This design comes from an exercise in tuning for small area and a short achievable clock period on the open sky130 flow, not from production work.
Function was checked by simulation only, so behaviour that the tests miss may differ from the original.

==> flow/design.v <==
package tiny_nn_pkg;
  parameter FPExpWidth  = 8;
  parameter FPMantWidth = 7;
  parameter FPWidth     = 1 + FPExpWidth + FPMantWidth;
  parameter FPSgnBit = FPWidth - 1;
  parameter FPExpLsb = FPMantWidth;
  parameter FPExpMsb = FPMantWidth + FPExpWidth - 1;
  parameter logic [FPWidth-1:0] FPZero   = {1'b0, {FPExpWidth{1'b0}}, {FPMantWidth{1'b0}}};
  parameter logic [FPWidth-1:0] FPStdNaN = {1'b1, {FPExpWidth{1'b1}}, {FPMantWidth{1'b1}}};
  parameter logic [FPWidth-1:0] FPPosInf = {1'b0, {FPExpWidth{1'b1}}, {FPMantWidth{1'b0}}};
  parameter logic [FPWidth-1:0] FPNegInf = {1'b1, {FPExpWidth{1'b1}}, {FPMantWidth{1'b0}}};
  function automatic logic is_nan(logic [FPWidth-1:0] x);
    if (x[FPExpMsb:FPExpLsb] == {FPExpWidth{1'b0}}) begin
      if (x[FPMantWidth-1:0] != {FPMantWidth{1'b0}}) begin
        is_nan = 1'b1;
      end else if (x[FPSgnBit] == 1'b1) begin
        is_nan = 1'b1;
      end else begin
        is_nan = 1'b0;
      end
    end else if (x[FPExpMsb:FPExpLsb] == {FPExpWidth{1'b1}}) begin
      if (x[FPMantWidth-1:0] != {FPMantWidth{1'b0}}) begin
        is_nan = 1'b1;
      end else begin
        is_nan = 1'b0;
      end
    end else begin
      is_nan = 1'b0;
    end
  endfunction
  function automatic logic is_inf(logic [FPWidth-1:0] x);
    is_inf = (x == FPPosInf) || (x == FPNegInf);
  endfunction
  parameter logic [3:0] CmdOpConvolve    = 4'h1;
  parameter logic [3:0] CmdOpAccumulate  = 4'h2;
  parameter logic [3:0] CmdOpMulAcc      = 4'h3;
  parameter logic [3:0] CmdOpFixedMulAcc = 4'h4;
  parameter logic [3:0] CmdOpMaxPool     = 4'h5;
  parameter logic [3:0] CmdOpTest        = 4'hf;
endpackage
module fp_add (
  input  logic [15:0] op_a_i,
  input  logic [15:0] op_b_i,
  output logic [15:0] result_o
);
  logic       swap;
  logic [15:0] op_x, op_y;
  logic [7:0] exp_x;
  logic [7:0] exp_diff_ab, exp_diff_ba, exp_diff;
  logic       sub;
  logic [8:0] mant_x, mant_y;
  logic [8:0] mant_y_shifted;
  logic       sticky;
  logic [9:0] mag;
  logic [3:0] lead;        
  logic [8:0] mag_norm;
  logic [6:0] norm_mant;
  logic [7:0] norm_exp;
  logic a_nan, b_nan, a_inf, b_inf, a_zero, b_zero;
  assign swap        = op_a_i[14:0] < op_b_i[14:0];
  assign op_x        = swap ? op_b_i : op_a_i;
  assign op_y        = swap ? op_a_i : op_b_i;
  assign exp_x       = op_x[14:7];
  assign exp_diff_ab = op_a_i[14:7] - op_b_i[14:7];
  assign exp_diff_ba = op_b_i[14:7] - op_a_i[14:7];
  assign exp_diff    = swap ? exp_diff_ba : exp_diff_ab;
  assign sub         = op_a_i[15] ^ op_b_i[15];
  assign mant_x = {1'b1, op_x[6:0], 1'b0};
  assign mant_y = {1'b1, op_y[6:0], 1'b0};
  always_comb begin
    mant_y_shifted = '0;
    sticky         = 1'b0;
    if (exp_diff[7:3] == '0) begin
      mant_y_shifted = mant_y >> exp_diff[2:0];
      sticky         = |(mant_y & ~(9'h1ff << exp_diff[2:0]));
    end
  end
  assign mag = sub ? {1'b0, mant_x} - {1'b0, mant_y_shifted} - {9'b0, sticky} :
                     {1'b0, mant_x} + {1'b0, mant_y_shifted};
  always_comb begin
    lead = 4'd8;
    for (int i = 0; i < 8; i++) begin
      if (mag[i]) lead = 4'(8 - i);
    end
  end
  assign mag_norm = mag[8:0] << lead;
  always_comb begin
    if (mag[9]) begin
      norm_mant = mag[8:2];
      norm_exp  = exp_x + 8'd1;
    end else if (mag[8]) begin
      norm_mant = mag[7:1];
      norm_exp  = exp_x;
    end else begin
      norm_mant = mag_norm[7:1];
      norm_exp  = exp_x - 8'(lead);
    end
  end
  assign a_nan  = tiny_nn_pkg::is_nan(op_a_i);
  assign b_nan  = tiny_nn_pkg::is_nan(op_b_i);
  assign a_inf  = tiny_nn_pkg::is_inf(op_a_i);
  assign b_inf  = tiny_nn_pkg::is_inf(op_b_i);
  assign a_zero = op_a_i == tiny_nn_pkg::FPZero;
  assign b_zero = op_b_i == tiny_nn_pkg::FPZero;
  always_comb begin
    if (a_nan || b_nan) begin
      result_o = tiny_nn_pkg::FPStdNaN;
    end else if (a_inf && b_inf && sub) begin
      result_o = tiny_nn_pkg::FPStdNaN;
    end else if (a_inf) begin
      result_o = op_a_i;
    end else if (b_inf) begin
      result_o = op_b_i;
    end else if (a_zero) begin
      result_o = op_b_i;
    end else if (b_zero) begin
      result_o = op_a_i;
    end else if (mag == '0) begin
      result_o = tiny_nn_pkg::FPZero;
    end else if (mag[9] && exp_x == 8'hfe) begin
      result_o = {op_x[15], 8'hff, 7'h00};
    end else if (mag[9:8] == 2'b00 && {4'b0, lead} >= exp_x) begin
      result_o = tiny_nn_pkg::FPZero;
    end else begin
      result_o = {op_x[15], norm_exp, norm_mant};
    end
  end
endmodule
module fp_mul (
  input  logic [15:0] op_a_i,
  input  logic [15:0] op_b_i,
  output logic [15:0] result_o
);
  logic [15:0] mant_mul;
  logic [8:0]  exp_sum;
  logic        shift;
  logic        underflow, overflow;
  logic [7:0]  result_exp;
  logic [6:0]  result_mant;
  logic        result_sgn;
  tiny_nn_mant_mul u_mant_mul (
    .a({1'b1, op_a_i[6:0]}),
    .b({1'b1, op_b_i[6:0]}),
    .p(mant_mul)
  );
  assign shift      = mant_mul[15];
  assign exp_sum    = {1'b0, op_a_i[14:7]} + {1'b0, op_b_i[14:7]};
  assign underflow  = shift ? (exp_sum < 9'd127) : (exp_sum < 9'd128);
  assign overflow   = shift ? (exp_sum >= 9'd381) : (exp_sum >= 9'd382);
  assign result_exp = shift ? exp_sum[7:0] + 8'd130 : exp_sum[7:0] + 8'd129;
  assign result_mant = shift ? mant_mul[14:8] : mant_mul[13:7];
  assign result_sgn = op_a_i[15] ^ op_b_i[15];
  always_comb begin
    if (tiny_nn_pkg::is_nan(op_a_i) || tiny_nn_pkg::is_nan(op_b_i)) begin
      result_o = tiny_nn_pkg::FPStdNaN;
    end else if ((op_a_i == tiny_nn_pkg::FPZero) || (op_b_i == tiny_nn_pkg::FPZero)) begin
      result_o = tiny_nn_pkg::FPZero;
    end else if (tiny_nn_pkg::is_inf(op_a_i) || tiny_nn_pkg::is_inf(op_b_i)) begin
      result_o = {result_sgn, 8'hff, 7'h00};
    end else if (underflow) begin
      result_o = tiny_nn_pkg::FPZero;
    end else if (overflow) begin
      result_o = {result_sgn, 8'hff, 7'h00};
    end else begin
      result_o = {result_sgn, result_exp, result_mant};
    end
  end
endmodule
module tiny_nn_mant_mul (
  input  logic [7:0]  a,
  input  logic [7:0]  b,
  output logic [15:0] p
);
  wire pp_0_0 = a[0] & b[0];
  wire pp_0_1 = a[0] & b[1];
  wire pp_0_2 = a[0] & b[2];
  wire pp_0_3 = a[0] & b[3];
  wire pp_0_4 = a[0] & b[4];
  wire pp_0_5 = a[0] & b[5];
  wire pp_0_6 = a[0] & b[6];
  wire pp_1_0 = a[1] & b[0];
  wire pp_1_1 = a[1] & b[1];
  wire pp_1_2 = a[1] & b[2];
  wire pp_1_3 = a[1] & b[3];
  wire pp_1_4 = a[1] & b[4];
  wire pp_1_5 = a[1] & b[5];
  wire pp_1_6 = a[1] & b[6];
  wire pp_2_0 = a[2] & b[0];
  wire pp_2_1 = a[2] & b[1];
  wire pp_2_2 = a[2] & b[2];
  wire pp_2_3 = a[2] & b[3];
  wire pp_2_4 = a[2] & b[4];
  wire pp_2_5 = a[2] & b[5];
  wire pp_2_6 = a[2] & b[6];
  wire pp_3_0 = a[3] & b[0];
  wire pp_3_1 = a[3] & b[1];
  wire pp_3_2 = a[3] & b[2];
  wire pp_3_3 = a[3] & b[3];
  wire pp_3_4 = a[3] & b[4];
  wire pp_3_5 = a[3] & b[5];
  wire pp_3_6 = a[3] & b[6];
  wire pp_4_0 = a[4] & b[0];
  wire pp_4_1 = a[4] & b[1];
  wire pp_4_2 = a[4] & b[2];
  wire pp_4_3 = a[4] & b[3];
  wire pp_4_4 = a[4] & b[4];
  wire pp_4_5 = a[4] & b[5];
  wire pp_4_6 = a[4] & b[6];
  wire pp_5_0 = a[5] & b[0];
  wire pp_5_1 = a[5] & b[1];
  wire pp_5_2 = a[5] & b[2];
  wire pp_5_3 = a[5] & b[3];
  wire pp_5_4 = a[5] & b[4];
  wire pp_5_5 = a[5] & b[5];
  wire pp_5_6 = a[5] & b[6];
  wire pp_6_0 = a[6] & b[0];
  wire pp_6_1 = a[6] & b[1];
  wire pp_6_2 = a[6] & b[2];
  wire pp_6_3 = a[6] & b[3];
  wire pp_6_4 = a[6] & b[4];
  wire pp_6_5 = a[6] & b[5];
  wire pp_6_6 = a[6] & b[6];
  wire s0 = pp_0_6 ^ pp_1_5;
  wire c0 = pp_0_6 & pp_1_5;
  wire s1 = a[0] ^ pp_1_6 ^ pp_2_5;
  wire c1 = (a[0] & pp_1_6) | (a[0] & pp_2_5) | (pp_1_6 & pp_2_5);
  wire s2 = pp_3_4 ^ pp_4_3;
  wire c2 = pp_3_4 & pp_4_3;
  wire s3 = a[1] ^ pp_2_6 ^ pp_3_5;
  wire c3 = (a[1] & pp_2_6) | (a[1] & pp_3_5) | (pp_2_6 & pp_3_5);
  wire s4 = pp_4_4 ^ pp_5_3;
  wire c4 = pp_4_4 & pp_5_3;
  wire s5 = a[2] ^ pp_3_6 ^ pp_4_5;
  wire c5 = (a[2] & pp_3_6) | (a[2] & pp_4_5) | (pp_3_6 & pp_4_5);
  wire s6 = pp_0_4 ^ pp_1_3;
  wire c6 = pp_0_4 & pp_1_3;
  wire s7 = pp_0_5 ^ pp_1_4 ^ pp_2_3;
  wire c7 = (pp_0_5 & pp_1_4) | (pp_0_5 & pp_2_3) | (pp_1_4 & pp_2_3);
  wire s8 = pp_3_2 ^ pp_4_1;
  wire c8 = pp_3_2 & pp_4_1;
  wire s9 = pp_2_4 ^ pp_3_3 ^ pp_4_2;
  wire c9 = (pp_2_4 & pp_3_3) | (pp_2_4 & pp_4_2) | (pp_3_3 & pp_4_2);
  wire s10 = pp_5_1 ^ pp_6_0 ^ s0;
  wire c10 = (pp_5_1 & pp_6_0) | (pp_5_1 & s0) | (pp_6_0 & s0);
  wire s11 = pp_5_2 ^ pp_6_1 ^ b[0];
  wire c11 = (pp_5_2 & pp_6_1) | (pp_5_2 & b[0]) | (pp_6_1 & b[0]);
  wire s12 = s1 ^ s2 ^ c0;
  wire c12 = (s1 & s2) | (s1 & c0) | (s2 & c0);
  wire s13 = pp_6_2 ^ b[1] ^ s3;
  wire c13 = (pp_6_2 & b[1]) | (pp_6_2 & s3) | (b[1] & s3);
  wire s14 = s4 ^ c1 ^ c2;
  wire c14 = (s4 & c1) | (s4 & c2) | (c1 & c2);
  wire s15 = pp_5_4 ^ pp_6_3 ^ b[2];
  wire c15 = (pp_5_4 & pp_6_3) | (pp_5_4 & b[2]) | (pp_6_3 & b[2]);
  wire s16 = s5 ^ c3 ^ c4;
  wire c16 = (s5 & c3) | (s5 & c4) | (c3 & c4);
  wire s17 = a[3] ^ pp_4_6 ^ pp_5_5;
  wire c17 = (a[3] & pp_4_6) | (a[3] & pp_5_5) | (pp_4_6 & pp_5_5);
  wire s18 = pp_6_4 ^ b[3] ^ c5;
  wire c18 = (pp_6_4 & b[3]) | (pp_6_4 & c5) | (b[3] & c5);
  wire s19 = a[4] ^ pp_5_6 ^ pp_6_5;
  wire c19 = (a[4] & pp_5_6) | (a[4] & pp_6_5) | (pp_5_6 & pp_6_5);
  wire s20 = pp_0_3 ^ pp_1_2;
  wire c20 = pp_0_3 & pp_1_2;
  wire s21 = pp_2_2 ^ pp_3_1 ^ pp_4_0;
  wire c21 = (pp_2_2 & pp_3_1) | (pp_2_2 & pp_4_0) | (pp_3_1 & pp_4_0);
  wire s22 = pp_5_0 ^ s7 ^ s8;
  wire c22 = (pp_5_0 & s7) | (pp_5_0 & s8) | (s7 & s8);
  wire s23 = s9 ^ s10 ^ c7;
  wire c23 = (s9 & s10) | (s9 & c7) | (s10 & c7);
  wire s24 = s11 ^ s12 ^ c9;
  wire c24 = (s11 & s12) | (s11 & c9) | (s12 & c9);
  wire s25 = s13 ^ s14 ^ c11;
  wire c25 = (s13 & s14) | (s13 & c11) | (s14 & c11);
  wire s26 = s15 ^ s16 ^ c13;
  wire c26 = (s15 & s16) | (s15 & c13) | (s16 & c13);
  wire s27 = s17 ^ s18 ^ c15;
  wire c27 = (s17 & s18) | (s17 & c15) | (s18 & c15);
  wire s28 = b[4] ^ s19 ^ c17;
  wire c28 = (b[4] & s19) | (b[4] & c17) | (s19 & c17);
  wire s29 = a[5] ^ pp_6_6 ^ b[5];
  wire c29 = (a[5] & pp_6_6) | (a[5] & b[5]) | (pp_6_6 & b[5]);
  wire s30 = pp_0_2 ^ pp_1_1;
  wire c30 = pp_0_2 & pp_1_1;
  wire s31 = pp_2_1 ^ pp_3_0 ^ s20;
  wire c31 = (pp_2_1 & pp_3_0) | (pp_2_1 & s20) | (pp_3_0 & s20);
  wire s32 = s6 ^ s21 ^ c20;
  wire c32 = (s6 & s21) | (s6 & c20) | (s21 & c20);
  wire s33 = c6 ^ s22 ^ c21;
  wire c33 = (c6 & s22) | (c6 & c21) | (s22 & c21);
  wire s34 = c8 ^ s23 ^ c22;
  wire c34 = (c8 & s23) | (c8 & c22) | (s23 & c22);
  wire s35 = c10 ^ s24 ^ c23;
  wire c35 = (c10 & s24) | (c10 & c23) | (s24 & c23);
  wire s36 = c12 ^ s25 ^ c24;
  wire c36 = (c12 & s25) | (c12 & c24) | (s25 & c24);
  wire s37 = c14 ^ s26 ^ c25;
  wire c37 = (c14 & s26) | (c14 & c25) | (s26 & c25);
  wire s38 = c16 ^ s27 ^ c26;
  wire c38 = (c16 & s27) | (c16 & c26) | (s27 & c26);
  wire s39 = c18 ^ s28 ^ c27;
  wire c39 = (c18 & s28) | (c18 & c27) | (s28 & c27);
  wire s40 = c19 ^ s29 ^ c28;
  wire c40 = (c19 & s29) | (c19 & c28) | (s29 & c28);
  wire s41 = a[6] ^ b[6] ^ c29;
  wire c41 = (a[6] & b[6]) | (a[6] & c29) | (b[6] & c29);
  wire [15:0] r0 = {1'b0, 1'b1, s41, s40, s39, s38, s37, s36, s35, s34, s33, s32, s31, pp_2_0, pp_0_1, pp_0_0};
  wire [15:0] r1 = {1'b0, c41, c40, c39, c38, c37, c36, c35, c34, c33, c32, c31, c30, s30, pp_1_0, 1'b0};
  assign p = r0 + r1;
endmodule
module fp_cmp (
  input  logic [15:0] op_a_i,
  input  logic [15:0] op_b_i,
  output logic op_a_greater_o,
  output logic invalid_nan_o
);
  always_comb begin
    op_a_greater_o = 1'b0;
    invalid_nan_o = 1'b0;
    if (tiny_nn_pkg::is_nan(op_a_i) || tiny_nn_pkg::is_nan(op_b_i)) begin
      invalid_nan_o = 1'b1;
    end else if (op_a_i == op_b_i) begin
      op_a_greater_o = 1'b0;
    end else if (tiny_nn_pkg::is_inf(op_a_i)) begin
      op_a_greater_o = op_a_i[15] ? 1'b0 : 1'b1;
    end else if (tiny_nn_pkg::is_inf(op_b_i)) begin
      op_a_greater_o = op_b_i[15] ? 1'b1 : 1'b0;
    end else if (op_a_i == tiny_nn_pkg::FPZero) begin
      op_a_greater_o = op_b_i[15] ? 1'b1 : 1'b0;
    end else if (op_b_i == tiny_nn_pkg::FPZero) begin
      op_a_greater_o = op_a_i[15] ? 1'b0 : 1'b1;
    end else if (op_a_i[15] != op_b_i[15]) begin
      op_a_greater_o = op_a_i[15] ? 1'b0 : 1'b1;
    end else if (op_a_i[14:7] > op_b_i[14:7]) begin
      op_a_greater_o = op_a_i[15] ? 1'b0 : 1'b1;
    end else if (op_a_i[14:7] < op_b_i[14:7]) begin
      op_a_greater_o = op_a_i[15] ? 1'b1 : 1'b0;
    end else if (op_a_i[6:0] > op_b_i[6:0]) begin
      op_a_greater_o = op_a_i[15] ? 1'b0 : 1'b1;
    end
  end
endmodule
module tiny_nn_core (
  input clk_i,
  input rst_ni,
  input logic [15:0] data_i,
  input logic [7:0]  param_write_i,
  input logic [1:0] val_shift_i,
  input logic       row_sel_i,
  input logic       mul_en_i,
  input logic       a1_en_i,
  input logic       a1_zero_i,
  input logic       b1_en_i,
  input logic       b1_din_i,
  input logic       loopback_i,
  input logic       l00_en_i,
  input logic       l00_din_i,
  input logic       l01_en_i,
  input logic [1:0] l1_en_i,
  input logic       fin_en_i,
  input logic       fin_sel1_i,
  input logic       fin_sel2_i,
  input logic       relu_i,
  output logic [15:0] accumulate_o
);
  logic [127:0] mul_val_op_q;
  logic [127:0] param_val_op_q;
  for (genvar y = 0; y < 2; ++y) begin : g_val_row
    for (genvar x = 0; x < 4; ++x) begin : g_val_col
      always_ff @(posedge clk_i or negedge rst_ni) begin
        if (!rst_ni) begin
          param_val_op_q[(x * 2 + y) * 16 +: 16] <= '0;
        end else if (param_write_i[x * 2 + y]) begin
          param_val_op_q[(x * 2 + y) * 16 +: 16] <= data_i;
        end
      end
      if (x == 3) begin : g_last
        always_ff @(posedge clk_i or negedge rst_ni) begin
          if (!rst_ni) begin
            mul_val_op_q[(x * 2 + y) * 16 +: 16] <= '0;
          end else if (val_shift_i[y]) begin
            mul_val_op_q[(x * 2 + y) * 16 +: 16] <= data_i;
          end
        end
      end else begin : g_shift
        always_ff @(posedge clk_i or negedge rst_ni) begin
          if (!rst_ni) begin
            mul_val_op_q[(x * 2 + y) * 16 +: 16] <= '0;
          end else if (val_shift_i[y]) begin
            mul_val_op_q[(x * 2 + y) * 16 +: 16] <= mul_val_op_q[((x + 1) * 2 + y) * 16 +: 16];
          end
        end
      end
    end
  end
  logic [63:0] mul_result;
  for (genvar x = 0; x < 4; ++x) begin : g_mul
    fp_mul u_mul (
      .op_a_i  (row_sel_i ? mul_val_op_q[(x * 2) * 16 +: 16] : mul_val_op_q[(x * 2 + 1) * 16 +: 16]),
      .op_b_i  (row_sel_i ? param_val_op_q[(x * 2) * 16 +: 16] : param_val_op_q[(x * 2 + 1) * 16 +: 16]),
      .result_o(mul_result[x*16 +: 16])
    );
  end
  logic [15:0] add_a0_q, add_b0_q, add_a1_q, add_b1_q;
  logic [15:0] level_0_0_q, level_0_1_q;
  logic [15:0] add0_result, add1_result;
  always_ff @(posedge clk_i or negedge rst_ni) begin
    if (!rst_ni) begin
      add_a0_q <= '0;
      add_b0_q <= '0;
    end else if (mul_en_i) begin
      add_a0_q <= mul_result[15:0];
      add_b0_q <= mul_result[31:16];
    end
  end
  always_ff @(posedge clk_i or negedge rst_ni) begin
    if (!rst_ni) begin
      add_a1_q <= '0;
    end else if (a1_en_i) begin
      add_a1_q <= a1_zero_i ? 16'h0000 : mul_result[47:32];
    end
  end
  always_ff @(posedge clk_i or negedge rst_ni) begin
    if (!rst_ni) begin
      add_b1_q <= '0;
    end else if (b1_en_i) begin
      add_b1_q <= b1_din_i ? data_i : mul_result[63:48];
    end
  end
  fp_add u_add0 (
    .op_a_i  (add_a0_q),
    .op_b_i  (add_b0_q),
    .result_o(add0_result)
  );
  fp_add u_add1 (
    .op_a_i  (loopback_i ? level_0_1_q : add_a1_q),
    .op_b_i  (add_b1_q),
    .result_o(add1_result)
  );
  always_ff @(posedge clk_i or negedge rst_ni) begin
    if (!rst_ni) begin
      level_0_0_q <= '0;
    end else if (l00_en_i) begin
      level_0_0_q <= l00_din_i ? data_i : add0_result;
    end
  end
  always_ff @(posedge clk_i or negedge rst_ni) begin
    if (!rst_ni) begin
      level_0_1_q <= '0;
    end else if (l01_en_i) begin
      level_0_1_q <= add1_result;
    end
  end
  logic [15:0] level_0_result;
  logic [15:0] level_1_0_q, level_1_1_q;
  fp_add u_add_level_0 (
    .op_a_i  (level_0_0_q),
    .op_b_i  (level_0_1_q),
    .result_o(level_0_result)
  );
  always_ff @(posedge clk_i or negedge rst_ni) begin
    if (!rst_ni) begin
      level_1_0_q <= '0;
    end else if (l1_en_i[0]) begin
      level_1_0_q <= level_0_result;
    end
  end
  always_ff @(posedge clk_i or negedge rst_ni) begin
    if (!rst_ni) begin
      level_1_1_q <= '0;
    end else if (l1_en_i[1]) begin
      level_1_1_q <= level_0_result;
    end
  end
  logic [15:0] final_result, final_d, final_q;
  fp_add u_add_final (
    .op_a_i  (level_1_0_q),
    .op_b_i  (level_1_1_q),
    .result_o(final_result)
  );
  always_comb begin
    if (fin_sel1_i) begin
      final_d = (relu_i && level_0_result[15]) ? 16'h0000 : level_0_result;
    end else if (fin_sel2_i) begin
      final_d = add1_result;
    end else begin
      final_d = final_result;
    end
  end
  always_ff @(posedge clk_i or negedge rst_ni) begin
    if (!rst_ni) begin
      final_q <= '0;
    end else if (fin_en_i) begin
      final_q <= final_d;
    end
  end
  assign accumulate_o = final_q;
endmodule
module tiny_nn_top #(
  parameter int unsigned ValArrayWidth  = 4,
  parameter int unsigned ValArrayHeight = 2
) (
  input clk_i,
  input rst_ni,
  input  logic [15:0] data_i,
  output logic [7:0]  data_o
);
  localparam int unsigned ValArraySize = ValArrayWidth * ValArrayHeight;
  localparam int unsigned CountWidth   = 8;
  logic                    phase_q, phase_d;
  logic [CountWidth-1:0]   counter_q, counter_d;
  logic [CountWidth-1:0]   start_count_q, start_count_d;
  logic [ValArraySize-1:0] param_write_q, param_write_d;
  logic                    relu_q, relu_d;
  logic                    convolve_run;
  logic [15:0]             max_val_q, max_val_d;
  logic [7:0]              max_val_skid_q, max_val_skid_d;
  logic [ValArrayHeight-1:0] core_val_shift;
  logic                      core_mul_row_sel, core_mul_en;
  logic [15:0]               core_accumulate_result;
  logic                      core_mul_add_op_a_en;
  logic                      core_mul_add_op_b_en;
  logic [1:0]                core_accumulate_mode_0_en;
  logic [1:0]                core_accumulate_mode_1_en;
  logic [1:0]                core_accumulate_mode_2_en;
  logic                      core_accumulate_loopback;
  logic                      core_accumulate_out_relu;
  logic                      core_accumulate_level_0_en;
  logic data_i_q_is_greater;
  logic [15:0] data_i_q;
  logic [7:0]  data_o_d, data_o_q;
  localparam logic [4:0] NNIdle               = 5'h00;
  localparam logic [4:0] NNConvolveParamIn    = 5'h01;
  localparam logic [4:0] NNConvolveExec       = 5'h02;
  localparam logic [4:0] NNConvolveExecEnd    = 5'h03;
  localparam logic [4:0] NNAccumulateBiasIn   = 5'h04;
  localparam logic [4:0] NNAccumulateExec     = 5'h05;
  localparam logic [4:0] NNAccumulateExecEnd  = 5'h06;
  localparam logic [4:0] NNMulAccBiasIn       = 5'h07;
  localparam logic [4:0] NNMulAccExec         = 5'h08;
  localparam logic [4:0] NNMulAccExecEnd      = 5'h09;
  localparam logic [4:0] NNFixedMulAccParamIn = 5'h0a;
  localparam logic [4:0] NNFixedMulAccExec    = 5'h0b;
  localparam logic [4:0] NNFixedMulAccExecEnd = 5'h0c;
  localparam logic [4:0] NNMaxPoolExec        = 5'h0d;
  localparam logic [4:0] NNMaxPoolExecEnd     = 5'h0e;
  localparam logic [4:0] NNTestCount          = 5'h1d;
  localparam logic [4:0] NNTestPulse          = 5'h1e;
  localparam logic [4:0] NNTestASCII          = 5'h1f;
  logic [4:0] state_q, state_d;
  always_ff @(posedge clk_i or negedge rst_ni) begin
    if (!rst_ni) begin
      data_i_q <= '0;
    end else begin
      data_i_q <= data_i;
    end
  end
  always_comb begin
    state_d       = state_q;
    counter_d     = counter_q;
    start_count_d = start_count_q;
    phase_d       = 1'b0;
    param_write_d = param_write_q;
    convolve_run  = 1'b0;
    relu_d        = relu_q;
    max_val_d     = max_val_q;
    core_val_shift             = '0;
    core_mul_row_sel           = 1'b0;
    core_mul_en                = 1'b0;
    core_mul_add_op_a_en       = 1'b0;
    core_mul_add_op_b_en       = 1'b0;
    core_accumulate_mode_0_en  = '0;
    core_accumulate_mode_1_en  = '0;
    core_accumulate_mode_2_en  = '0;
    core_accumulate_loopback   = 1'b0;
    core_accumulate_out_relu   = 1'b0;
    core_accumulate_level_0_en = 1'b0;
    case (state_q)
      NNIdle: begin
        case (data_i_q[15:12])
          tiny_nn_pkg::CmdOpConvolve: begin
            state_d   = NNConvolveParamIn;
            param_write_d    = '0;
            param_write_d[0] = 1'b1;
          end
          tiny_nn_pkg::CmdOpAccumulate: begin
            start_count_d = data_i_q[CountWidth-1:0];
            counter_d     = CountWidth'(1'b1);
            state_d       = NNAccumulateBiasIn;
            relu_d        = data_i_q[8];
          end
          tiny_nn_pkg::CmdOpTest: begin
            case (data_i_q[11:8])
              4'hf: begin
                state_d   = NNTestASCII;
                counter_d = 8'd3;
              end
              4'h1: begin
                state_d   = NNTestCount;
                counter_d = data_i_q[CountWidth-1:0];
              end
              4'h0: begin
                state_d   = NNTestPulse;
                counter_d = 8'd1;
              end
              default: ;
            endcase
          end
          tiny_nn_pkg::CmdOpMulAcc: begin
            state_d       = NNMulAccBiasIn;
            relu_d        = data_i_q[8];
            phase_d       = 1'b0;
            counter_d     = CountWidth'(2'd3);
          end
          tiny_nn_pkg::CmdOpFixedMulAcc: begin
            start_count_d    = data_i_q[CountWidth-1:0];
            counter_d        = CountWidth'(2'd2);
            state_d          = NNFixedMulAccParamIn;
            param_write_d[6] = 1'b1;
          end
          tiny_nn_pkg::CmdOpMaxPool: begin
            max_val_d     = tiny_nn_pkg::FPNegInf;
            start_count_d = data_i_q[CountWidth-1:0];
            counter_d     = data_i_q[CountWidth-1:0];
            state_d       = NNMaxPoolExec;
          end
          default: ;
        endcase
      end
      NNConvolveParamIn: begin
        if (param_write_q[ValArraySize-1]) begin
          param_write_d = '0;
          state_d = NNConvolveExec;
        end else begin
          param_write_d = {param_write_q[ValArraySize-2:0], 1'b0};
        end
      end
      NNConvolveExec, NNConvolveExecEnd: begin
        phase_d      = ~phase_q;
        convolve_run = 1'b1;
        core_val_shift[0] = ~phase_q;
        core_val_shift[1] =  phase_q;
        core_mul_row_sel  =  phase_q;
        core_mul_en       = 1'b1;
        core_accumulate_mode_0_en[0] = 1'b1;
        core_accumulate_mode_0_en[1] = phase_q;
        if (state_q == NNConvolveExec) begin
          if (data_i_q == tiny_nn_pkg::FPStdNaN) begin
            state_d = NNConvolveExecEnd;
            counter_d = 8'd4;
          end
        end else begin
          if (counter_q != '0) begin
            counter_d = counter_q - 1'b1;
          end else begin
            state_d = NNIdle;
          end
        end
      end
      NNAccumulateBiasIn: begin
        core_accumulate_level_0_en = 1'b1;
        state_d                    = NNAccumulateExec;
      end
      NNAccumulateExec: begin
        core_accumulate_mode_1_en[0] = 1'b1;
        core_accumulate_out_relu     = relu_q;
        core_mul_add_op_b_en         = 1'b1;
        if (counter_q == '0) begin
          core_accumulate_mode_1_en[1] = 1'b1;
          core_accumulate_loopback     = 1'b0;
          counter_d                    = start_count_q;
        end else begin
          if (counter_q == CountWidth'(1'b1)) begin
            core_mul_add_op_a_en = 1'b1;
          end
          core_accumulate_loopback = 1'b1;
          counter_d                = counter_q - 1'b1;
          if (data_i_q == tiny_nn_pkg::FPStdNaN) begin
            state_d   = NNAccumulateExecEnd;
            counter_d = 8'd2;
          end
        end
      end
      NNAccumulateExecEnd: begin
        core_accumulate_out_relu = relu_q;
        if (counter_q == 8'd2) begin
          core_accumulate_mode_1_en[1] = 1'b1;
        end else if (counter_q == '0) begin
          state_d = NNIdle;
        end
        counter_d = counter_q - 1'b1;
      end
      NNMulAccBiasIn: begin
        core_accumulate_level_0_en = 1'b1;
        core_mul_add_op_a_en       = 1'b1;
        state_d                    = NNMulAccExec;
      end
      NNMulAccExec: begin
        phase_d          = ~phase_q;
        core_mul_row_sel = 1'b1;
        if (phase_q) begin
          core_val_shift[0]            = 1'b0;
          param_write_d[6]             = 1'b0;
          core_accumulate_mode_1_en[0] = 1'b1;
          core_accumulate_loopback     = counter_q == '0;
        end else begin
          core_val_shift[0] = 1'b1;
          param_write_d[6]  = 1'b1;
          core_mul_en = counter_q != CountWidth'(2'd3);
          if (counter_q != '0) begin
            counter_d = counter_q - 1'b1;
          end
          if (data_i_q == tiny_nn_pkg::FPStdNaN) begin
            state_d   = NNMulAccExecEnd;
            counter_d = 8'd3;
          end
        end
      end
      NNMulAccExecEnd: begin
        if (counter_q == 8'd3) begin
          core_accumulate_loopback     = 1'b1;
          core_accumulate_mode_1_en[0] = 1'b1;
        end else if (counter_q == 8'd2) begin
          core_accumulate_mode_1_en[1] = 1'b1;
          core_accumulate_out_relu = relu_q;
        end else if (counter_q == '0) begin
          state_d = NNIdle;
        end
        counter_d = counter_q - 1'b1;
      end
      NNFixedMulAccParamIn: begin
        param_write_d[6]     = 1'b0;
        state_d              = NNFixedMulAccExec;
      end
      NNFixedMulAccExec: begin
        core_mul_en                  = 1'b1;
        core_accumulate_mode_2_en[0] = 1'b1;
        core_val_shift[0]            = 1'b1;
        core_mul_row_sel             = 1'b1;
        if (counter_q == 8'd0) begin
          counter_d = start_count_q;
        end else begin
          core_accumulate_loopback = 1'b1;
          counter_d                = counter_q - 1'b1;
          if (counter_q == CountWidth'(1'b1)) begin
            core_accumulate_mode_2_en[1] = 1'b1;
            core_mul_add_op_a_en         = 1'b1;
          end else if (counter_q == CountWidth'(2'd2)) begin
            if (data_i_q == tiny_nn_pkg::FPStdNaN) begin
              counter_d = CountWidth'(2'd3);
              state_d   = NNFixedMulAccExecEnd;
            end
          end
        end
      end
      NNFixedMulAccExecEnd: begin
        if (counter_q == 8'd2) begin
          core_mul_row_sel             = 1'b1;
          core_accumulate_mode_2_en[1] = 1'b1;
          core_accumulate_loopback     = 1'b1;
        end else if (counter_q == '0) begin
          state_d = NNIdle;
        end
        counter_d = counter_q - 1'b1;
      end
      NNMaxPoolExec: begin
        if (data_i_q == tiny_nn_pkg::FPStdNaN) begin
          state_d = NNMaxPoolExecEnd;
        end
        if (counter_q == 8'd0) begin
          counter_d = start_count_q;
          max_val_d = tiny_nn_pkg::FPNegInf;
        end else begin
          counter_d = counter_q - 1'b1;
          if (data_i_q_is_greater) begin
            max_val_d = data_i_q;
          end
        end
      end
      NNMaxPoolExecEnd: begin
        state_d = NNIdle;
      end
      NNTestASCII: begin
        if (data_i_q[15:8] == 8'hff) begin
          if (counter_q == 0) begin
            counter_d = 8'd3;
          end else begin
            counter_d = counter_q - 1'b1;
          end
        end else begin
          state_d = NNIdle;
        end
      end
      NNTestPulse: begin
        if (data_i_q[15:8] == 8'hf0) begin
          counter_d = counter_q - 1'b1;
        end else begin
          state_d = NNIdle;
        end
      end
      NNTestCount: begin
        if (counter_q == '0) begin
          state_d = NNIdle;
        end else begin
          counter_d = counter_q - 1'b1;
        end
      end
      default: ;
    endcase
  end
  logic [1:0] nc_val_shift, nc_m0, nc_m1, nc_m2;
  logic       nc_row_sel, nc_mul_en, nc_op_a_en, nc_op_b_en, nc_loopback, nc_out_relu, nc_l0_en;
  always_comb begin
    nc_val_shift = '0;
    nc_row_sel   = 1'b0;
    nc_mul_en    = 1'b0;
    nc_op_a_en   = 1'b0;
    nc_op_b_en   = 1'b0;
    nc_m0        = '0;
    nc_m1        = '0;
    nc_m2        = '0;
    nc_loopback  = 1'b0;
    nc_out_relu  = 1'b0;
    nc_l0_en     = 1'b0;
    case (state_d)
      NNConvolveExec, NNConvolveExecEnd: begin
        nc_val_shift[0] = ~phase_d;
        nc_val_shift[1] =  phase_d;
        nc_row_sel      =  phase_d;
        nc_mul_en       = 1'b1;
        nc_m0[0]        = 1'b1;
        nc_m0[1]        = phase_d;
      end
      NNAccumulateBiasIn: begin
        nc_l0_en = 1'b1;
      end
      NNAccumulateExec: begin
        nc_m1[0]    = 1'b1;
        nc_out_relu = relu_d;
        nc_op_b_en  = 1'b1;
        if (counter_d == '0) begin
          nc_m1[1] = 1'b1;
        end else begin
          if (counter_d == CountWidth'(1'b1)) begin
            nc_op_a_en = 1'b1;
          end
          nc_loopback = 1'b1;
        end
      end
      NNAccumulateExecEnd: begin
        nc_out_relu = relu_d;
        if (counter_d == 8'd2) begin
          nc_m1[1] = 1'b1;
        end
      end
      NNMulAccBiasIn: begin
        nc_l0_en   = 1'b1;
        nc_op_a_en = 1'b1;
      end
      NNMulAccExec: begin
        nc_row_sel = 1'b1;
        if (phase_d) begin
          nc_m1[0]    = 1'b1;
          nc_loopback = counter_d == '0;
        end else begin
          nc_val_shift[0] = 1'b1;
          nc_mul_en       = counter_d != CountWidth'(2'd3);
        end
      end
      NNMulAccExecEnd: begin
        if (counter_d == 8'd3) begin
          nc_loopback = 1'b1;
          nc_m1[0]    = 1'b1;
        end else if (counter_d == 8'd2) begin
          nc_m1[1]    = 1'b1;
          nc_out_relu = relu_d;
        end
      end
      NNFixedMulAccExec: begin
        nc_mul_en       = 1'b1;
        nc_m2[0]        = 1'b1;
        nc_val_shift[0] = 1'b1;
        nc_row_sel      = 1'b1;
        if (counter_d != 8'd0) begin
          nc_loopback = 1'b1;
          if (counter_d == CountWidth'(1'b1)) begin
            nc_m2[1]   = 1'b1;
            nc_op_a_en = 1'b1;
          end
        end
      end
      NNFixedMulAccExecEnd: begin
        if (counter_d == 8'd2) begin
          nc_row_sel  = 1'b1;
          nc_m2[1]    = 1'b1;
          nc_loopback = 1'b1;
        end
      end
      default: ;
    endcase
  end
  logic [1:0] ctl_val_shift_q, ctl_l1_en_q;
  logic       ctl_row_sel_q, ctl_mul_en_q, ctl_a1_en_q, ctl_a1_zero_q, ctl_b1_en_q, ctl_b1_din_q;
  logic       ctl_loopback_q, ctl_l00_en_q, ctl_l00_din_q, ctl_l01_en_q;
  logic       ctl_fin_en_q, ctl_fin_sel1_q, ctl_fin_sel2_q, ctl_relu_q;
  always_ff @(posedge clk_i or negedge rst_ni) begin
    if (!rst_ni) begin
      ctl_val_shift_q <= '0;
      ctl_l1_en_q     <= '0;
      ctl_row_sel_q   <= 1'b0;
      ctl_mul_en_q    <= 1'b0;
      ctl_a1_en_q     <= 1'b0;
      ctl_a1_zero_q   <= 1'b0;
      ctl_b1_en_q     <= 1'b0;
      ctl_b1_din_q    <= 1'b0;
      ctl_loopback_q  <= 1'b0;
      ctl_l00_en_q    <= 1'b0;
      ctl_l00_din_q   <= 1'b0;
      ctl_l01_en_q    <= 1'b0;
      ctl_fin_en_q    <= 1'b0;
      ctl_fin_sel1_q  <= 1'b0;
      ctl_fin_sel2_q  <= 1'b0;
      ctl_relu_q      <= 1'b0;
    end else begin
      ctl_val_shift_q <= nc_val_shift;
      ctl_l1_en_q     <= {nc_m0[0] & nc_row_sel, nc_m0[0] & ~nc_row_sel};
      ctl_row_sel_q   <= nc_row_sel;
      ctl_mul_en_q    <= nc_mul_en;
      ctl_a1_en_q     <= nc_mul_en | nc_op_a_en;
      ctl_a1_zero_q   <= nc_op_a_en;
      ctl_b1_en_q     <= nc_mul_en | nc_op_b_en;
      ctl_b1_din_q    <= nc_op_b_en;
      ctl_loopback_q  <= nc_loopback;
      ctl_l00_en_q    <= nc_l0_en | nc_m0[0];
      ctl_l00_din_q   <= nc_l0_en;
      ctl_l01_en_q    <= nc_m2[0] | nc_m1[0] | nc_m0[0];
      ctl_fin_en_q    <= nc_m0[1] | nc_m1[1] | nc_m2[1];
      ctl_fin_sel1_q  <= nc_m1[1];
      ctl_fin_sel2_q  <= ~nc_m1[1] & nc_m2[1];
      ctl_relu_q      <= nc_m1[1] & nc_out_relu;
    end
  end
  always_ff @(posedge clk_i or negedge rst_ni) begin
    if (!rst_ni) begin
      state_q <= NNIdle;
    end else begin
      state_q <= state_d;
    end
  end
  always_ff @(posedge clk_i or negedge rst_ni) begin
    if (!rst_ni) begin
      counter_q     <= '0;
      start_count_q <= '0;
      phase_q       <= 1'b0;
      param_write_q <= '0;
      relu_q        <= 1'b0;
      max_val_q     <= '0;
    end else begin
      counter_q     <= counter_d;
      start_count_q <= start_count_d;
      phase_q       <= phase_d;
      param_write_q <= param_write_d;
      relu_q        <= relu_d;
      max_val_q     <= max_val_d;
    end
  end
  tiny_nn_core u_core (
    .clk_i (clk_i),
    .rst_ni(rst_ni),
    .data_i       (data_i_q),
    .param_write_i(param_write_q),
    .val_shift_i (ctl_val_shift_q),
    .row_sel_i   (ctl_row_sel_q),
    .mul_en_i    (ctl_mul_en_q),
    .a1_en_i     (ctl_a1_en_q),
    .a1_zero_i   (ctl_a1_zero_q),
    .b1_en_i     (ctl_b1_en_q),
    .b1_din_i    (ctl_b1_din_q),
    .loopback_i  (ctl_loopback_q),
    .l00_en_i    (ctl_l00_en_q),
    .l00_din_i   (ctl_l00_din_q),
    .l01_en_i    (ctl_l01_en_q),
    .l1_en_i     (ctl_l1_en_q),
    .fin_en_i    (ctl_fin_en_q),
    .fin_sel1_i  (ctl_fin_sel1_q),
    .fin_sel2_i  (ctl_fin_sel2_q),
    .relu_i      (ctl_relu_q),
    .accumulate_o(core_accumulate_result)
  );
  fp_cmp u_fp_cmp (
    .op_a_i(data_i_q),
    .op_b_i(max_val_q),
    .op_a_greater_o(data_i_q_is_greater),
    .invalid_nan_o()
  );
  logic [7:0] test_out;
  always_comb begin
    test_out = '0;
    case (state_q)
      NNTestASCII: begin
        case (counter_q)
          8'd3:       test_out = 8'h54;
          8'd2:       test_out = 8'h2d;
          8'd0, 8'd1: test_out = 8'h4e;
          default:    test_out = '0;
        endcase
      end
      NNTestPulse: begin
        test_out = counter_q[0] ? 8'b1010_1010 :
                                  8'b0101_0101;
      end
      NNTestCount: begin
        test_out = counter_q;
      end
      default: ;
    endcase
  end
  always_comb begin
    data_o_d       = '1;
    max_val_skid_d = max_val_skid_q;
    case (state_q)
      NNConvolveExec, NNConvolveExecEnd: begin
        data_o_d = phase_q ? core_accumulate_result[15:8] :
                           core_accumulate_result[7:0];
      end
      NNAccumulateExec, NNFixedMulAccExec: begin
        if (counter_q == start_count_q) begin
          data_o_d = core_accumulate_result[7:0];
        end else begin
          data_o_d = core_accumulate_result[15:8];
        end
      end
      NNAccumulateExecEnd, NNMulAccExecEnd, NNFixedMulAccExecEnd: begin
        data_o_d = counter_q[0] ? core_accumulate_result[7:0] : core_accumulate_result[15:8];
      end
      NNTestASCII, NNTestPulse, NNTestCount: begin
        data_o_d = test_out;
      end
      NNMaxPoolExec: begin
        if (counter_q == '0) begin
          if (data_i_q_is_greater) begin
            data_o_d       = data_i_q[7:0];
            max_val_skid_d = data_i_q[15:8];
          end else begin
            data_o_d       = max_val_q[7:0];
            max_val_skid_d = max_val_q[15:8];
          end
        end else begin
          data_o_d = max_val_skid_q;
        end
      end
      NNMaxPoolExecEnd: begin
        data_o_d = max_val_skid_q;
      end
      default: ;
    endcase
  end
  always_ff @(posedge clk_i or negedge rst_ni) begin
    if (!rst_ni) begin
      data_o_q <= '1;
    end else begin
      data_o_q <= data_o_d;
    end
  end
  always_ff @(posedge clk_i or negedge rst_ni) begin
    if (!rst_ni) begin
      max_val_skid_q <= '0;
    end else begin
      max_val_skid_q <= max_val_skid_d;
    end
  end
  assign data_o = data_o_q;
endmodule
==> flow/constraint.sdc <==
create_clock -name core_clock -period 11.0 [get_ports {clk_i}]
set_input_delay 2.2000 -clock core_clock [delete_from_list [all_inputs] [get_ports {clk_i}]]
set_output_delay 2.2000 -clock core_clock [all_outputs]
set_load 0.01 [all_outputs]
==> flow/run.sh <==
#!/bin/bash
# synth_recipe.tcl (not shown) runs the flow's synth.tcl, then flattens the netlist and writes it again
# the make line also repeats each setting of config.mk as NAME=value (left out here)
make -C /OpenROAD-flow-scripts/flow DESIGN_CONFIG=/design/flow/config.mk WORK_HOME=/design/flow/orfs CLKGATE_MAP_FILE= SYNTH_SCRIPT=/design/flow/synth_recipe.tcl finish
==> flow/config.mk <==
export PLATFORM = sky130hd
export DESIGN_NAME = tiny_nn_top
export DESIGN_NICKNAME = tiny_nn_top
export VERILOG_FILES = /design/flow/design.v
export SDC_FILE = /design/flow/constraint.sdc
export NUM_CORES = 4
export LEC_CHECK = 0
export ABC_AREA = 1
export CAP_MARGIN = 20
export CORE_MARGIN = 2
export CORE_UTILIZATION = 40
export SLEW_MARGIN = 20
==> results.sh <==
export IMPL_status="complete, no violations"
export IMPL_fillers=12800
export IMPL_ys_ff_latch=497
export IMPL_drt_iter0_drc=4321
export IMPL_place_congestion=0.947
export IMPL_syn_avg_cell_area_sq_um=6.77
export IMPL_rsz0062_at_grt="no"
export IMPL_port_buffers=25
export IMPL_cts_max_level=2
export IMPL_synth_seq_area_share_pct=25.4
export IMPL_fin_ws_ns=2.05
export IMPL_crit_slowest_cell="dfrtp_1"
export IMPL_grt_pass1_vias=45100
export IMPL_finalHoldViolations=0
export IMPL_dr_total_vias=47700
export IMPL_place_area_sq_mm=0.0504
export IMPL_worstPathMaxFanout=39
export IMPL_worst_pin_slew_ns=1.12
export IMPL_ioPinCount=26
export IMPL_die_area_sq_mm=0.125
export IMPL_synth_edff_count=0
export IMPL_synthToLayoutAreaGrowth_pct=7.26
export IMPL_synthFlopType="dfrtp_1"
export IMPL_cts_buffer_depth=3
export IMPL_layout_drive_gt1_share_pct=4.54
export IMPL_rows=128
export IMPL_cts_tree="built"
export IMPL_clk_latency_ns=0.70
export IMPL_clock_fmax_mhz=112
export IMPL_hold_buffers=0
export IMPL_finalInstanceArea_sq_mm=0.0525
export IMPL_syn_nets=7756
export IMPL_initial_core_util_pct=40.3
export IMPL_startpoint_type="register"
export IMPL_synth_top_area_cell="dfrtp_1"
export IMPL_synth_top_area_share_pct=25.0
export IMPL_viasPerCell=5.43
export IMPL_yosysMostFrequentCell="nand2_1"
export IMPL_multi_input_area_sq_mm=0.0310
export IMPL_fp_dieW_microns=354
export IMPL_routed_wl_microns=165000
export IMPL_crit_type="reg2reg"
export IMPL_finalSetupViolations=0
export IMPL_dp_hpwl_microns=128000
export IMPL_cts_resized=0
export IMPL_coreArea_sq_mm=0.122
export IMPL_relSlewSlack_pct=25.0
export IMPL_reg_top3="u_core.mul_val_op_q: 128 flops, u_core.param_val_op_q: 128 flops"
export IMPL_cts_setup_buffers=0
export IMPL_clock_sinks=497
export IMPL_regArea_sq_mm=0.0125
export IMPL_ctsRootBufferMaster="clkbuf_16"
export IMPL_fin_skew_ns=0.0716
export IMPL_antenna_found_initial=4
export IMPL_grt_use_total_pct=25.9
export IMPL_path_common_cell="nand2_1"
export IMPL_synth_async_reset_ratio_pct=100
export IMPL_hold_ws_ns=0.459
export IMPL_netlist_top_cells_area="dfrtp_1 (25%), nand2_1 (13%), ha_1 (8.8%)"
export IMPL_fin_nets=7636
export IMPL_cp_slowest_stage_delay_ns=0.98
export IMPL_yosysWarnings=5
export IMPL_hold_class="reg2reg"
export IMPL_min_period_ns=8.95
export IMPL_wl_per_cell_microns=18.8
export IMPL_finalSetupTns_ns=0
export IMPL_dp_slack_ns=2.16
export IMPL_critical_path_arrival_ns=9.51
export IMPL_crit_required_ns=11.55
export IMPL_cp_end_kind="register"
export IMPL_drv_slew=0
export IMPL_clk_pin_slew_ns=0.07
export IMPL_syn_area_sq_mm=0.0490
export IMPL_dr_pass1_iters=6
export IMPL_num_antenna_cells=0
export IMPL_netlist_cell_type_count=79
export IMPL_synthCells=7230
export IMPL_ys_top_cells_by_count="nand2_1 (1722), inv_1 (1109), o21ai_0 (720), nor2_1 (594), dfrtp_1 (489)"
export IMPL_grt_max_degree=162
export IMPL_drv_cap=0
export IMPL_grt_overflow=0
export IMPL_drc=0
export IMPL_period_share_pct=81.4
export IMPL_antenna_left=0
export IMPL_grt_pass1_wl_microns=259000
export IMPL_die_height_microns=354
export IMPL_numCtsBuffers=58
[logic make-up after synthesis]
logic type	after synthesis	synth area share [%]
multiplexers	1	0.0230
buffers and inverters	1401	11.3
AND/OR/NAND/NOR	3030	26.3
XOR/XNOR	166	2.97
AO/OA/AOI/OAI	1627	18.5
adder cells (fa/ha/maj)	508	15.5
flip-flops	497	25.4
[stage by stage]
| stage | utilization [%] | std cells |
|---|---|---|
| global placement | 41.5 | 8675 |
| global route | 43.2 | 8785 |
| floorplan | - | 7230 |
| CTS | 43.2 | 8785 |
| detailed placement | 41.5 | 8675 |
| finish | 43.2 | 8785 |
[final timing paths]
kind / from / end / slack [ns] / depth (start not counted)
worst max-delay path: ctl_loopback_q / u_core.final_q[14] / 2.05 / 46
worst min-delay path: u_core.mul_val_op_q[110] / u_core.mul_val_op_q[78] / 0.46 / 2
worst max register to register: ctl_loopback_q / u_core.final_q[14] / 2.05 / 46
worst min register to register: u_core.mul_val_op_q[110] / u_core.mul_val_op_q[78] / 0.46 / 2
max in group asynchronous: rst_ni / u_core.param_val_op_q[21] / 7.47 / 3
min in group asynchronous: rst_ni / u_core.level_1_0_q[6] / 1.58 / 1
[cells in the final DEF, fill, tap and decap left out, types with 24 or more instances in the layout]
cell type | netlist | routed
or2_2 | 26 | 26
nor3_1 | 76 | 76
nand4_1 | 113 | 113
nor2_1 | 594 | 592
nand3_1 | 345 | 345
clkbuf_16 | 0 | 58
inv_2 | 32 | 32
buf_4 | 14 | 42
fa_1 | 164 | 164
inv_1 | 1109 | 1109
a22oi_1 | 28 | 28
o21ai_1 | 105 | 104
clkdlybuf4s50_1 | 0 | 24
xnor2_1 | 44 | 44
o211ai_1 | 48 | 48
xor2_1 | 122 | 122
nand2_2 | 26 | 26
o21ai_0 | 720 | 720
nor4_1 | 51 | 51
nand2_1 | 1722 | 1722
ha_1 | 344 | 344
a31oi_1 | 51 | 51
dfrtp_1 | 489 | 485
a21oi_1 | 466 | 466
o22ai_1 | 24 | 24
[area by class of cell]
class | instances | area share (%)
Timing Repair Buffer | 69 | 1.16
Tap cell | 1625 | 3.87
Clock inverter | 31 | 0.810
Sequential cell | 497 | 23.7
Multi-Input combinational cell | 5332 | 59.0
Inverter | 1152 | 8.23
Clock buffer | 79 | 3.16
[layer usage]
layer  part of all wire, %  up-vias  track usage (%)  routed length (microns)
li1                      -    23300                -                        -
met1                    46    22700             36.9                    76200
met2                    45     1487             41.7                    74600
met3                   6.1      201             2.91                    10100
met4                   2.5        2             6.44                     4120
met5                0.0079        -                0                       13
[worst max-delay path, delay by kind of cell (launching register included)]
kind                       cells  cell delay (ns)
AOI/OAI and AO/OA              9             1.76
xor gates and xnor gates       1             0.17
adders and majority gates      4             1.49
buffers and inverters          6             0.83
DFF                            1             0.98
and+or+nand+nor               26             3.60

-- port drivers added, routing unchanged --
In the flow no input, the clock included, has a driving cell. The finished layout below was timed again as built, in two steps.
Step 1 (the two cells are an assumption about what drives the block):
set clk [get_ports {clk_i}]
set_driving_cell -lib_cell sky130_fd_sc_hd__clkbuf_16 $clk
set_driving_cell -lib_cell sky130_fd_sc_hd__buf_2 [delete_from_list [all_inputs] $clk]
Step 2, shift: input delay + t, output delay - t, t = (earliest + latest rising clock arrival at the registers) / 2. This alone moves slack from input paths to output paths.
Slacks: ideal / step 1 / step 2; pairs: ideal / step 1.
t (ns): 0.732
setup WS [ns]: 2.046 / 2.046 / 2.046
worst hold slack (ns): 0.459 / 0.459 / 0.459
worst setup path after step 2: register to register
After both steps setup and hold are still met in this run. The setup slack of this run moves by 0.000 ns with the drivers and by 0.000 ns with both steps.
